Context: an optimization exercise on an open-source flow, tuned for small area, a short achievable clock period and few clock cycles per item. The choices shown serve that exercise and are no tape-out recipe.
Function was checked by simulation only, so behaviour that the tests miss may differ from the original.
No activity file was given, so power comes from the tool's default toggle rates.

==> flow/design.v, too long to show whole: its modules and the start of the top module <==
// module mul_s1: 792 lines
// module mul_s2: 119 lines
// module processor: 143 lines
module processor (
    input  logic        clock,
    input  logic        reset,
    output logic [7:0]  memAddr,
    input  logic [15:0] memDataIn,
    output logic        wbEn,
    output logic [3:0]  wbAddr,
    output logic [31:0] wbData
);
  // ...
==> flow/flow/run.sh <==
#!/bin/bash
set -euo pipefail
W=$(pwd)
F=$W/flow
sed 's#log_cmd abc {\*}\$abc_args#log_cmd abc {*}[lreplace $abc_args 1 1 '"$F"'/abc_delay.script]#' \
    "$FLOW_HOME/scripts/synth.tcl" > "$W/synth_core.tcl"
grep -q abc_delay.script "$W/synth_core.tcl"
sed "s#source \$::env(SCRIPTS_DIR)/synth.tcl#source $W/synth_core.tcl#" synth_recipe.tcl > "$W/synth_top.tcl"
grep -q synth_core.tcl "$W/synth_top.tcl"
sed "s#SYNTH_SCRIPT=[^ ]*#SYNTH_SCRIPT=$W/synth_top.tcl#" standard.sh > "$W/standard_mod.sh"
grep -q synth_top.tcl "$W/standard_mod.sh"
export ADDER_MAP_FILE=
export SETUP_SLACK_MARGIN=6.5
export BUFFER_PORTS_ARGS="-buffer_cell sky130_fd_sc_hd__buf_4"
bash "$W/standard_mod.sh" > "$W/standard.log" 2>&1
==> flow/flow/abc_delay.script <==
&get -n
&st
&dch
&nf -D 2000
&put
buffer -c
topo
stime -c
upsize -c
dnsize -c
==> flow/standard.sh <==
#!/bin/bash
# synth_recipe.tcl (not shown) runs the flow's synth.tcl, then flattens the netlist and writes it again
# the make line also repeats each setting of config.mk as NAME=value (left out here)
make -C /OpenROAD-flow-scripts/flow DESIGN_CONFIG=/design/flow/config.mk WORK_HOME=/design/flow/orfs CLKGATE_MAP_FILE= SYNTH_SCRIPT=/design/flow/synth_recipe.tcl "${@:-finish}"
==> flow/config.mk <==
export PLATFORM = sky130hd
export DESIGN_NAME = processor
export DESIGN_NICKNAME = processor
export VERILOG_FILES = /design/flow/design.v
export SDC_FILE = /design/flow/constraint.sdc
export NUM_CORES = 4
export LEC_CHECK = 0
export CAP_MARGIN = 20
export CORE_MARGIN = 2
export CORE_UTILIZATION = 40
export PLACE_DENSITY = 0.6
export SLEW_MARGIN = 20
==> flow/constraint.sdc <==
create_clock -name core_clock -period 10.0 [get_ports {clock}]
set_input_delay 2.0000 -clock core_clock [delete_from_list [all_inputs] [get_ports {clock}]]
set_output_delay 2.0000 -clock core_clock [all_outputs]
set_load 0.01 [all_outputs]
==> notes.md, run 1 <==
- The run finished with no timing, DRC or antenna violations.
* Fraction of layout cells with a size suffix above 1: 0.163
* First-pass GRT wire length: 268000 µm
- Portion of synthesized cell area occupied by the leading cell type: 0.328
- When the netlist entered floorplanning its net count stood at 4575.
- The number of different library cells used by synthesis comes to 89.
- The final number of hold-violating endpoints was 0.
* Register clock-pin slew on the reported worst setup and hold paths: 0.07 ns
- Finished Layout Cells: 6278
- Busiest layer in global routing: met2
- Net switching fraction of the power: 0.476
* Worst Hold End: exRd[3]$_DFF_P_
* Regs by FF count: rf: 512 flops, m2P: 119 flops
* Max Freq: about 280 MHz
* Total of plain and repair buffers excluding clock buffers: 286
- Leading cell type by number of instances after synthesis: xnor2_1
- Initial core utilization: 0.403
- Starting DRC count in detailed routing: 7142
- Number of logic stages on the critical path including buffering: 10
- In this design, the critical path's most frequently occurring cell is a21oi_1.
- The largest individual stage delay along the critical path comes from the cell mux2i_1.
- The clock passes through at most 3 buffers.
- Worst-case headroom to the max-slew limit: 0.282
- Worst ir drop on vdd: approximately 420 µV
* Xor/xnor share of the synthesized area: 0.161
* Routed WL per cell: roughly 30 µm
- Compared with the post-synthesis result, the final layout area differs by 16.2%.
- Final worst setup slack: roughly 6.4 ns
* Comb group: 14900 µW
* Number of multi-input logic gates: 3388
* Total count of max-transition violations in the final report: 0
- CP Launch Type: register
* Post-CTS Setup Bufs: 27
- Die area: 0.124 mm²
- Summed over all layers, the global routing overflow is 0.
- Switching power of the nets: roughly 11000 µW
- On the final layout, the worst clock skew is between 0.06 and 0.07 ns.
- Area post-placement: 0.0508 mm²
- Worst-path cell chain: buf_12, mux2_4, mux2i_1, nor2_1, o211ai_1, a21oi_1, a211oi_2, o21bai_2, o21ai_0, a21oi_1
- Leading cell category by total area: multi-input combinational cells
* Sequential power: 5060 µW
- Relative area of clock buffers and inverters in the final design: 0.0521
- The fraction of the mapped netlist area in compound gates came to 0.193.
- In the layout the commonest cells are edfxtp_1 (528), xnor2_1 (511), nand2_1 (396).
* Highest cell delay on the worst timing path: 0.57 ns
Testbench counts, summed over its fixed seeds: cycles 2,150, instrs 2,048.
==> inputs of run 2 (changes only) <==
--- a/flow/flow/run.sh
+++ b/flow/flow/run.sh
@@ -13,3 +13,4 @@
 export SETUP_SLACK_MARGIN=6.5
 export BUFFER_PORTS_ARGS="-buffer_cell sky130_fd_sc_hd__buf_4"
+export POST_GLOBAL_ROUTE_TCL="$F/post_grt.tcl"
 bash "$W/standard_mod.sh" > "$W/standard.log" 2>&1
==> flow/flow/post_grt.tcl (new file) <==
# Run after ORFS's global route step (POST_GLOBAL_ROUTE_TCL): a second round
# of setup repair on global-route parasitics, done as global_route.tcl does
# its own, then the route guides are written again.
log_cmd estimate_parasitics -global_routing
repair_timing_helper
log_cmd global_route -start_incremental
log_cmd detailed_placement
log_cmd global_route -end_incremental
log_cmd estimate_parasitics -global_routing
report_worst_slack -max
write_guides $::env(RESULTS_DIR)/route.guide
==> notes.md, run 2 <==
- Max-capacitance violation count: 0
- The final clock skew was 0.0629 ns (-0.000459 ns).
- Finished Layout Cells: 6288 (+0.16%)
- After synthesis the netlist holds a flip-flop and latch count of 808.
* Total count of max-transition violations in the final report: 0 (unchanged)
* Critical path required time: 8.00 ns
- Result of the run: timing/DRC/antenna clean
* Routed WL per cell: 30.2 µm (about the same)
- The largest registers in the layout are rf: 512 flops, m2P: 119 flops.
- Number of antenna violations at the first check in global routing: 3
- Standard cell core area: 0.120 mm²
- The worst max-slew margin expressed relative to the limit was 0.281 (-0.00101).
- Clock latency on the worst-skew pair: 0.71 ns
- Maximum buffer depth of the clock tree: 3 (unchanged)
* Combined area of the multi-input logic cells: 0.0268 mm²
- Worst EP arrival: 1.49 ns
* Top-Level Pins: 63
* Crit Path Max Fanout: 20
- Post-layout power: ~23000 µW
- For this design, the CTS-stage hold fixing added 0 buffers.
- Leaving out fill and tap cells, the most frequent cells in the layout are edfxtp_1 (528), xnor2_1 (509), nand2_1 (395).
* Final worst setup slack: 6.51 ns (+0.0901 ns)
- Number of enable-type register cells in the synthesized netlist: between 500 and 600
- The switching component of the power was 11100 µW (+0.28%).
* Syn_area_per_cell: 10.6 µm²
- Post-place setup slack: 5.82 ns
- The number of global-route vias before repair is 39306.
- Starting DRC count in detailed routing: 7416 (+3.8%)
- Number of logic stages on the critical path including buffering: 2 (-8)
- Crit share post-route: 0.349
- TritonCTS clock tree: done
* Worst setup path startpoint: wbData[28]$_DFF_P_
* Cell count after synthesis: 4557
- CTS-repair resized insts: 155
- In the final timing run, aggregate negative setup slack is 0 ns.
- The full die area is 0.124 mm² (unchanged).
- The worst hold path belongs to the class register to register.
* Floorplan die height: 352 µm
- Design internal power: 12200 µW
- The signal on the critical path passes through buf_8, buf_4.
* Diode count: 0
* Register clock-pin slew on the reported worst setup and hold paths: 0.06 ns (about the same)
- Counting both buffers and inverters, the worst setup path holds a total of 2.
- Summing all flip-flop and latch instances after layout gives 0.0216 mm².
- Portion of synthesized cell area occupied by the leading cell type: 0.328 (unchanged)
* Post-CTS Setup Bufs: 27 (unchanged)
- The count of nets left with antenna violations once routing finished came out at 0.
* Fraction of layout cells with a size suffix above 1: 0.168 (+0.00543)
- The distinct cell type count after synthesis is 89 (unchanged).
* Cell area after synthesis: around 0.048 mm²
- Syn-to-layout area delta: 16.7%
- After floorplanning, the core was divided into 127 placement rows.
- First-pass GRT wire length: 268000 µm (unchanged)
* Hold_sp: ir[11]$_DFFE_PN_
- The starting density of the core came to 0.403 (unchanged).
* Register with the most flip-flops: rf
- Crit path kind: register to primary output
- Ys Warns: 1
* Net switching fraction of the power: 0.476 (about the same)
* Highest cell delay on the worst timing path: 0.42 ns (-0.15 ns)
* Portion of total power attributed to the clock network: 0.142
* Number of flip-flops under the largest register name: between 500 and 600
- Total global routing overflow: 0 (unchanged)
* Most numerous cell types in the synthesized netlist: xnor2_1 (535), edfxtp_1 (528), nand2_1 (400), a22oi_1 (367), nor2_1 (263)
- CP Launch Type: register
- For this design the ratio of total power to cell area is 413 mW/mm².
- Worst Setup End Kind: primary output
- By area the synthesized netlist is led by edfxtp_1 (33%), dfxtp_1 (11%), xnor2_1 (9.7%), a22oi_1 (5.7%), a222oi_1 (4.5%).
- The final number of hold-violating endpoints is 0 (unchanged).
* Routability congestion estimate: between 0.9 and 1
- The detailed router placed 41165 vias in this run.
* H-Tree Level Count: 3
- Clock tree synthesis selected as its root buffer the cell clkbuf_16.
* Cell total after placement: between 6000 and 7000
- DR pass1 iterations: 10
- Combinational share of power: 0.641
- For this run, the leading register cell type out of synthesis is edfxtp_1.
* Proportion of power drawn by flip-flops and latches: 0.217
- Cts bufs inserted: 88
- Setup slack on the worst reg-to-reg path comes out at about 6.5 ns.
- RR Startpoint: exGB$_DFF_PN0_
- Slowest stage cell on the critical path: dfxtp_1
- In this run the horizontal extent of the chip is 352 µm.
* Most area-hungry cell type in the Yosys netlist: edfxtp_1
- Along the worst hold path, the cell count comes to 0.
* Kind of cell with the highest combined delay on the critical path: flip-flops
- Share of flip-flops with an asynchronous set or reset after synthesis: 0.0223
- Entering global routing, the biggest net connects 66 pins.
- Static power due to leakage: 0.0190 µW
- The highest clock frequency the design can meet is 286 MHz (+2.6%).
- The routed design has 190000 µm of wire.
- Total of endpoints with negative setup slack in the final report: 0
* Proportion of synthesized chip area in sequential cells: 0.446
- The worst register-to-register path has a depth of 11.
* Number of I/O port buffers: 62
- Post-DR vias/cell: 6.55
- Number of design rule violations left after detail routing: 0
- The routed design could run at a clock period as short as 3.49 ns.
* Detailed Place HPWL: 118000 µm
- Most common library cell in the layout ignoring fill and taps: edfxtp_1
* Worst ir drop on vdd: 428 µV (+1.6%)
* Fill cell instance count of the final layout: 10967
* Syn Nets: 4575 (unchanged)
* Transition time at the pin with the least slew margin: 1.07 ns
- For this run, the total global-route usage over all layers was measured as 0.296.
- Number of nets in the final layout: 4626
- Leading cell type by number of instances after synthesis: xnor2_1
- Number of clock sinks seen by CTS: 808
## run 2: layout make-up
type / count / area share
multi-input combinational: 3388 / 0.476
sequential: 808 / 0.384
timing repair buffer: 296 / 0.0507
clock buffer: 105 / 0.0412
tap: 1612 / 0.0358
clock inverter: 53 / 0.0107
inverter: 26 / 0.00173
## run 2: metal layers
layer	wire length (µm)	global-route usage	vias to the layer above
met4	12500	0.164	4
met3	24200	0.0709	642
met1	72000	0.391	19942
li1	-	-	17530
met5	24	0	-
met2	81100	0.446	3047
## run 2: stage by stage
stage	instance area, µm²	hold slack, ns	util
floorplan	48300	0.323	-
global placement	50800	0.330	0.424
detailed placement	50800	0.332	0.424
CTS	54800	0.346	0.457
finish	56400	0.343	0.471
## run 2: worst paths after layout
kind,endpoint
worst max-delay path,wbData[28]
worst min-delay path,exRd[3]$_DFF_P_
worst max register to register,m2Res[6]$_DFF_P_
worst min register to register,exRd[3]$_DFF_P_
min in group asynchronous,exGB$_DFF_PN0_
max in group asynchronous,exFB$_DFF_PN0_
## run 2: cells by family (layout without fill, tap and decap cells)
group / Yosys count / count (layout) / synth area share
AOI/OAI and AO/OA: 1251 / 1251 / 0.193
and+or+nand+nor: 1051 / 1053 / 0.101
DFF: 808 / 808 / 0.446
xor gates and xnor gates: 780 / 781 / 0.161
buffers and inverters: 364 / 480 / 0.0338
muxes: 159 / 159 / 0.0343
adders and majority gates: 143 / 143 / 0.0300
other: 1 / 1 / 0.0000776
## run 2: power groups by stage
stage                     combinational (µW)  sequential [µW]  clock, µW
after floorplan                         9520             4920          0
after global placement                 13400             5060          0
after detailed placement               13500             5070          0
after CTS                              13800             5020       3330
final                                  14900             5060       3310
==> module processor, before the edit <==
module processor (
    input  logic        clock,
    input  logic        reset,
    output logic [7:0]  memAddr,
    input  logic [15:0] memDataIn,
    output logic        wbEn,
    output logic [3:0]  wbAddr,
    output logic [31:0] wbData
);
    localparam MULB = 119;
    logic stall;
    logic [7:0]  pc;
    logic [15:0] ir;
    logic        irValid;
    assign memAddr = pc;
    always_ff @(posedge clock or negedge reset) begin
        if (!reset) begin
            pc      <= 8'd0;
            irValid <= 1'b0;
        end else if (!stall) begin
            pc      <= pc + 8'd1;
            irValid <= 1'b1;
        end
    end
    always_ff @(posedge clock) if (!stall) ir <= memDataIn;
    logic [31:0] rf [0:15];
    always_ff @(posedge clock) begin
        if (wbEn) rf[wbAddr] <= wbData;
    end
    logic [3:0] ra, rb, rd;
    logic       imm, irMul;
    assign ra    = ir[7:4];
    assign rb    = ir[3:0];
    assign rd    = ir[11:8];
    assign imm   = ir[12];
    assign irMul = (ir[15:13] == 3'd3) || (ir[15:13] == 3'd4);
    logic [31:0] exA, exB;
    logic [2:0]  exOp;
    logic [3:0]  exRd;
    logic        exValid, exMul;
    logic        exFA, exFB, exGA, exGB;
    logic [31:0] m2Res;
    logic [MULB-1:0] m2P;
    logic        m2Mul;
    logic [3:0]  m2Rd;
    logic        m2Valid;
    logic depA1, depB1, depA2, depB2, depA3, depB3;
    assign depA1 = exValid && (exRd == ra);
    assign depB1 = exValid && (exRd == rb) && !imm;
    assign depA2 = m2Valid && (m2Rd == ra);
    assign depB2 = m2Valid && (m2Rd == rb) && !imm;
    assign depA3 = wbEn && (wbAddr == ra);
    assign depB3 = wbEn && (wbAddr == rb);
    assign stall = irValid && (((depA1 || depB1) && exMul) ||
                               (depB1 && irMul) ||
                               (depB2 && irMul && m2Mul));
    logic [15:0] selA, selB;
    logic        bypB2, bypA3, bypB3;
    assign bypB2 = m2Valid && (m2Rd == rb);
    assign bypA3 = wbEn && (wbAddr == ra);
    assign bypB3 = wbEn && (wbAddr == rb);
    always_comb begin
        for (int i = 0; i < 16; i++) begin
            selA[i] = (ra == i[3:0]);
            selB[i] = (rb == i[3:0]);
        end
    end
    logic [31:0] rfA, rfB, rdA, rdB;
    always_comb begin
        rfA = '0;
        rfB = '0;
        for (int i = 0; i < 16; i++) begin
            rfA = rfA | ({32{selA[i]}} & rf[i]);
            rfB = rfB | ({32{selB[i]}} & rf[i]);
        end
    end
    assign rdA = bypA3 ? wbData : rfA;
    logic [31:0] opB;
    assign opB = imm ? {{24{ir[7]}}, ir[7:0]} : bypB2 ? m2Res : bypB3 ? wbData : rfB;
    assign rdB = (ir[15:13] == 3'd4) ? (32'd1 << opB[4:0]) : opB;
    always_ff @(posedge clock) begin
        exA  <= rdA;
        exB  <= rdB;
        exOp <= ir[15:13];
        exRd <= rd;
    end
    always_ff @(posedge clock or negedge reset) begin
        if (!reset) begin
            exValid <= 1'b0;
            exMul   <= 1'b0;
            exFA    <= 1'b0;
            exFB    <= 1'b0;
            exGA    <= 1'b0;
            exGB    <= 1'b0;
        end else begin
            exValid <= irValid && !stall;
            exMul   <= irValid && !stall && irMul;
            exFA    <= depA1;
            exFB    <= depB1;
            exGA    <= depA2 && !depA1;
            exGB    <= depB2 && !depB1;
        end
    end
    logic [31:0] a, b, sum, res;
    assign a = exFA ? m2Res : exGA ? wbData : exA;
    assign b = exFB ? m2Res : exGB ? wbData : exB;
    assign sum = a + b;
    always_comb begin
        case (exOp)
            3'd0: res = sum;
            3'd1: res = a & b;
            3'd2: res = a | b;
            3'd5: res = a >> b[4:0];
            default: res = a;
        endcase
    end
    logic [MULB-1:0] mulP;
    mul_s1 mulStage1 (.A(a), .B(exB), .P(mulP));
    always_ff @(posedge clock) begin
        m2Res <= res;
        m2P   <= mulP;
        m2Rd  <= exRd;
    end
    always_ff @(posedge clock or negedge reset) begin
        if (!reset) begin
            m2Valid <= 1'b0;
            m2Mul   <= 1'b0;
        end else begin
            m2Valid <= exValid;
            m2Mul   <= exMul;
        end
    end
    logic [31:0] mulY;
    mul_s2 mulStage2 (.P(m2P), .Y(mulY));
    always_ff @(posedge clock or negedge reset) begin
        if (!reset) wbEn <= 1'b0;
        else        wbEn <= m2Valid;
    end
    always_ff @(posedge clock) begin
        wbAddr <= m2Rd;
        wbData <= m2Mul ? mulY : m2Res;
    end
endmodule
==> inputs of run 3 (changes only) <==
--- a/flow/design.v
+++ b/flow/design.v
@@ -963,7 +963,9 @@
     assign depA3 = wbEn && (wbAddr == ra);
     assign depB3 = wbEn && (wbAddr == rb);
+    logic irBrr;
+    assign irBrr = irMul || (ir[15:13] == 3'd5);
     assign stall = irValid && (((depA1 || depB1) && exMul) ||
-                               (depB1 && irMul) ||
-                               (depB2 && irMul && m2Mul));
+                               (depB1 && irBrr) ||
+                               (depB2 && irBrr && m2Mul));
     logic [15:0] selA, selB;
     logic        bypB2, bypA3, bypB3;
@@ -1022,5 +1024,5 @@
             3'd1: res = a & b;
             3'd2: res = a | b;
-            3'd5: res = a >> b[4:0];
+            3'd5: res = a >> exB[4:0];
             default: res = a;
         endcase
--- a/flow/flow/run.sh
+++ b/flow/flow/run.sh
@@ -1,3 +1,13 @@
 #!/bin/bash
+# The standard layout (standard.sh) with these changes to how it is made:
+#  - synthesis is the standard flow's own script (synth_recipe.tcl, ORFS synth.tcl) except
+#    that ABC maps with flow/abc_delay.script, a delay-driven mapping;
+#  - no full-adder cell extraction (ADDER_MAP_FILE empty), so ABC maps the
+#    adders and the multiplier tree itself;
+#  - ports are buffered with buf_4 cells (BUFFER_PORTS_ARGS) rather than the
+#    default choice of buffer cell;
+#  - after global routing, flow/post_grt.tcl runs a second round of setup
+#    repair on global-route parasitics.
+# The registers are exactly those of the standard synthesis.
 set -euo pipefail
 W=$(pwd)
==> notes.md, run 3 <==
- The largest driver fanout on the critical path came to 3 (-85%).
- Summed negative setup slack over all endpoints: 0 ns (unchanged)
- The number of global-route vias before repair was 38867 (-1.1%).
- The number of flip-flops in the largest register was 512 (unchanged).
- Static power due to leakage: 0.0190 µW (-0.20%)
- Post-layout power: 23300 µW (about the same)
- STA classifies the critical path endpoint as a register.
- Cell at the root of the clock tree: clkbuf_16
- The number of enable-type register cells in the synthesized netlist came to 528 (unchanged).
- The number of pins with negative max-slew slack in the final report came to 0 (unchanged).
* H-Tree Level Count: 3 (unchanged)
- The time the final worst path needs with I/O delays and setup was 3.52 ns (+0.0321 ns).
* Syn_area_per_cell: 10.6 µm² (-0.38%)
* Die area: 0.123 mm² (-0.25%)
* TritonCTS clock tree: done
* Floorplan die height: 351 µm (-0.12%)
- Highest cell delay on the worst timing path: 0.52 ns (+0.10 ns)
- The setup path with the least slack is of type register to register.
* Wirelength, routed: 194000 µm (+2.4%)
- In the synthesized netlist the dominant register cell turns out to be edfxtp_1.
- The global-route total usage across every layer is 0.301 (+0.00502).
* Crit share post-route: 0.352 (+0.00321)
* Number of design rule violations left after detail routing: 0 (unchanged)
- Slowest stage cell on the critical path: or4_4
- Fraction of layout cells with a size suffix above 1: 0.185 (+0.0166)
* Register clock-pin slew on the reported worst setup and hold paths: 0.06 ns (about the same)
* Post-DR vias/cell: 6.53 (-0.22%)
* Worst-case headroom to the max-slew limit: 0.268 (-0.0130)
- Register with the most flip-flops: rf
- Worst Hold Margin: 0.343 ns (+0.000691 ns)
- The count of vias placed by the detailed router is 41172 (+0.017%).
- Max-capacitance violation count: 0 (unchanged)
* Post-place setup slack: 5.53 ns (-0.284 ns)
- The floorplan die width is 351 µm (-0.12%).
* Synth cell types: 98 (+10%)
- The slack of the worst reg-to-reg path was 6.48 ns (-0.03 ns).
* First-pass GRT wire length: 271000 µm (+0.93%)
- Flip-flop and latch count after synthesis: 808 (unchanged)
* Most numerous cell types in the synthesized netlist: xnor2_1 (551), edfxtp_1 (528), nand2_1 (374), a22oi_1 (360), nor2_1 (268)
- Biggest area contributors in the synthesized netlist: edfxtp_1 (33%), dfxtp_1 (11%), xnor2_1 (10%), a22oi_1 (5.6%), a222oi_1 (4.2%)
* Power per Cell Area: 412 mW/mm² (-0.18%)
- The number of gates given a new drive strength after cts was 166 (+7.1%).
- Starting DRC count in detailed routing: 6746 (-9.0%)
- The final number of hold-violating endpoints came to 0 (unchanged).
- Ys Warns: 1 (unchanged)
- Most common library cell in the layout ignoring fill and taps: edfxtp_1
- Worst-path cell chain: xor3_2, maj3_2, xor2_4, or4_4, or2_4, or4b_4, o211ai_4, a31oi_4, xnor2_2, a21oi_2
- Total of endpoints with negative setup slack in the final report: 0 (unchanged)
* Cell count after synthesis: 4563 (+0.13%)
- The detailed-placement wirelength estimate was 122000 µm (+3.0%).
* Initial core utilization: 0.403 (-0.000479)
- Result of the run: timing/DRC/antenna clean
- The maximum number of pins on one net before global-route repair came to 66 (unchanged).
- The core region area was 0.120 mm² (-0.13%).
* Number of nets in the final layout: 4633 (+0.15%)
* Post-CTS Setup Bufs: 27 (unchanged)
* Area post-placement: 0.0508 mm² (-0.12%)
- Proportion of synthesized chip area in sequential cells: 0.447 (+0.00112)
* Routability congestion estimate: 0.978 (-1.6%)
- Critical path required time: 10.55 ns (+2.55 ns)
- Largest clock skew in the final design: 0.0566 ns (-0.00629 ns)
* Transition time at the pin with the least slew margin: 1.10 ns (+0.0223 ns)
- The area of the mapped netlist came to 0.0482 mm² (-0.25%).
- Syn-to-layout area delta: 17.2%
- The total iterations of the first detailed-routing run is 13 (+3).
- Worst hold-check path type: register to register
* Number of antenna violations at the first check in global routing: 11 (+8)
* Worst ir drop on vdd: 416 µV (-2.7%)
- The data arrival time of the worst path was 4.08 ns (+2.59 ns).
- The final worst slack came to 6.48 ns (-0.0321 ns).
* CP Launch Type: register
- Leading cell type by number of instances after synthesis: xnor2_1
- Share of flip-flops with an asynchronous set or reset after synthesis: 0.0223 (unchanged)
* Row Count: 127 (unchanged)
- The highest clock frequency the design can meet is 284 MHz (-0.91%).
* Top-Level Pins: 63 (unchanged)
- Most used cells in the layout excluding fill and tap cells: edfxtp_1 (528), xnor2_1 (510), nand2_1 (360)
- Hold-fix buffers, CTS: 0 (unchanged)
* Post-route antenna net violation count: 0 (unchanged)
- The post-synthesis net count came to 4581 (+0.13%).
* Total global routing overflow: 0 (unchanged)
- The post-detailed-route wirelength per cell was 30.9 µm (+2.1%).
- In the final layout, the registers with the most flip-flops are rf: 512 flops, m2P: 119 flops.
* Most area-hungry cell type in the Yosys netlist: edfxtp_1
- The clock latency on the worst-skew pair came to 0.72 ns (about the same).
- Portion of synthesized cell area occupied by the leading cell type: 0.329 (+0.000827)
- Maximum buffer depth of the clock tree: 3 (unchanged)
- Number of clock sinks seen by CTS: 808 (unchanged)
- Fill cell instance count of the final layout: 10989 (+0.20%)
* Number of I/O port buffers: 62 (unchanged)
- Cts bufs inserted: 88 (unchanged)
* Post-route design area: 0.0565 mm² (+0.14%)
run 3: cell types whose count changed in the layout (fill, tap and decap cells not counted), sizes merged, moves of 21 or more:
cell    delta
a21oi     +35
mux2i     -28
nand2     -27
xor2      -24
o22a      -23
a221oi    -21
run 3: area by class of cell:
type                       count  area (µm²)  share of cell area
multi-input combinational   3394       27000               0.477
sequential                   808       21600               0.383
timing repair buffer         296        2810              0.0497
clock buffer                 108        2370              0.0420
tap                         1612        2020              0.0357
clock inverter                55         573              0.0101
inverter                      27         104             0.00184
antenna                        3        7.51            0.000133
run 3: through the flow:
step | instances | utilization
2_1_floorplan | 4563 | -
3_3_place_gp | 6043 | 0.424
3_5_place_dp | 6043 | 0.424
4_1_cts | 6234 | 0.457
6_report | 6303 | 0.472
run 3: logic make-up (layout without fill, tap and decap cells):
family,count (synthesis),after routing,share of synthesized area
compound gates,1290,1290,0.198
xor+xnor,765,765,0.156
fa+ha+maj,148,148,0.0312
buf+inv,363,486,0.0318
flops,808,808,0.447
mux,153,154,0.0348
other cells,1,4,0.0000778
simple gates,1035,1036,0.101
run 3: per-layer routing:
| layer | vias up | routed length (µm) | GRT usage |
|---|---|---|---|
| met1 | 20051 | 71200 | 0.374 |
| met4 | 6 | 13600 | 0.173 |
| met2 | 2808 | 86700 | 0.474 |
| met5 | - | 35 | 0 |
| li1 | 17586 | - | - |
| met3 | 721 | 23000 | 0.0784 |
run 3: final timing paths:
kind / start / cells after the start / to
max: m2P[57]$_DFF_P_ / 10 / wbData[31]$_DFF_P_
min in group asynchronous: reset / 1 / pc[6]$_DFFE_PN0N_
min reg2reg: ir[10]$_DFFE_PN_ / 0 / exRd[2]$_DFF_P_
min: ir[10]$_DFFE_PN_ / 0 / exRd[2]$_DFF_P_
max in group asynchronous: reset / 1 / exFB$_DFF_PN0_
max reg2reg: m2P[57]$_DFF_P_ / 10 / wbData[31]$_DFF_P_
run 3: power breakdown:
part           leakage [µW]  total, µW  internal, µW  switching (µW)
Clock               0.00143       3340          1890            1460
Sequential          0.00724       5000          4420             584
Combinational        0.0103      14900          6110            8820
Total                0.0190      23300         12400           10900
run 3: worst max-delay path: cells and delay by family, from the launching register on:
kind	cells	cell delay [ns]
simple gates	3	1.30
fa+ha+maj	1	0.38
xor+xnor	3	0.95
compound gates	3	0.44
flops	1	0.33
Testbench counts of run 3, summed over its fixed seeds: cycles 2,155, instrs 2,048.

## re-timing with driven ports
No port has a modelled driver above. Below, the same layouts with a new extraction and two added sets of constraints.
Step 1: set_driving_cell puts a clkbuf_16 on clock and a buf_2 on each other input, an assumption about the parent block.
Step 2 also shifts input and output timing later by t, the mid clock arrival at the registers, as if the neighbouring blocks saw the same clock.
Three values: ideal ports, drivers, drivers and shift; two values: the first two.
run | t, ns | setup WS [ns] | worst hold slack (ns) | cell pins on the clock port's net
run 1 | 0.756 | 6.418 / 6.418 / 6.418 | 0.343 / 0.343 / 0.343 | 1
run 2 | 0.756 | 6.508 / 6.435 / 6.511 | 0.343 / 0.343 / 0.343 | 1
run 3 | 0.764 | 6.476 / 6.459 / 6.476 | 0.343 / 0.343 / 0.343 | 1
After both steps every run listed still meets setup and hold.
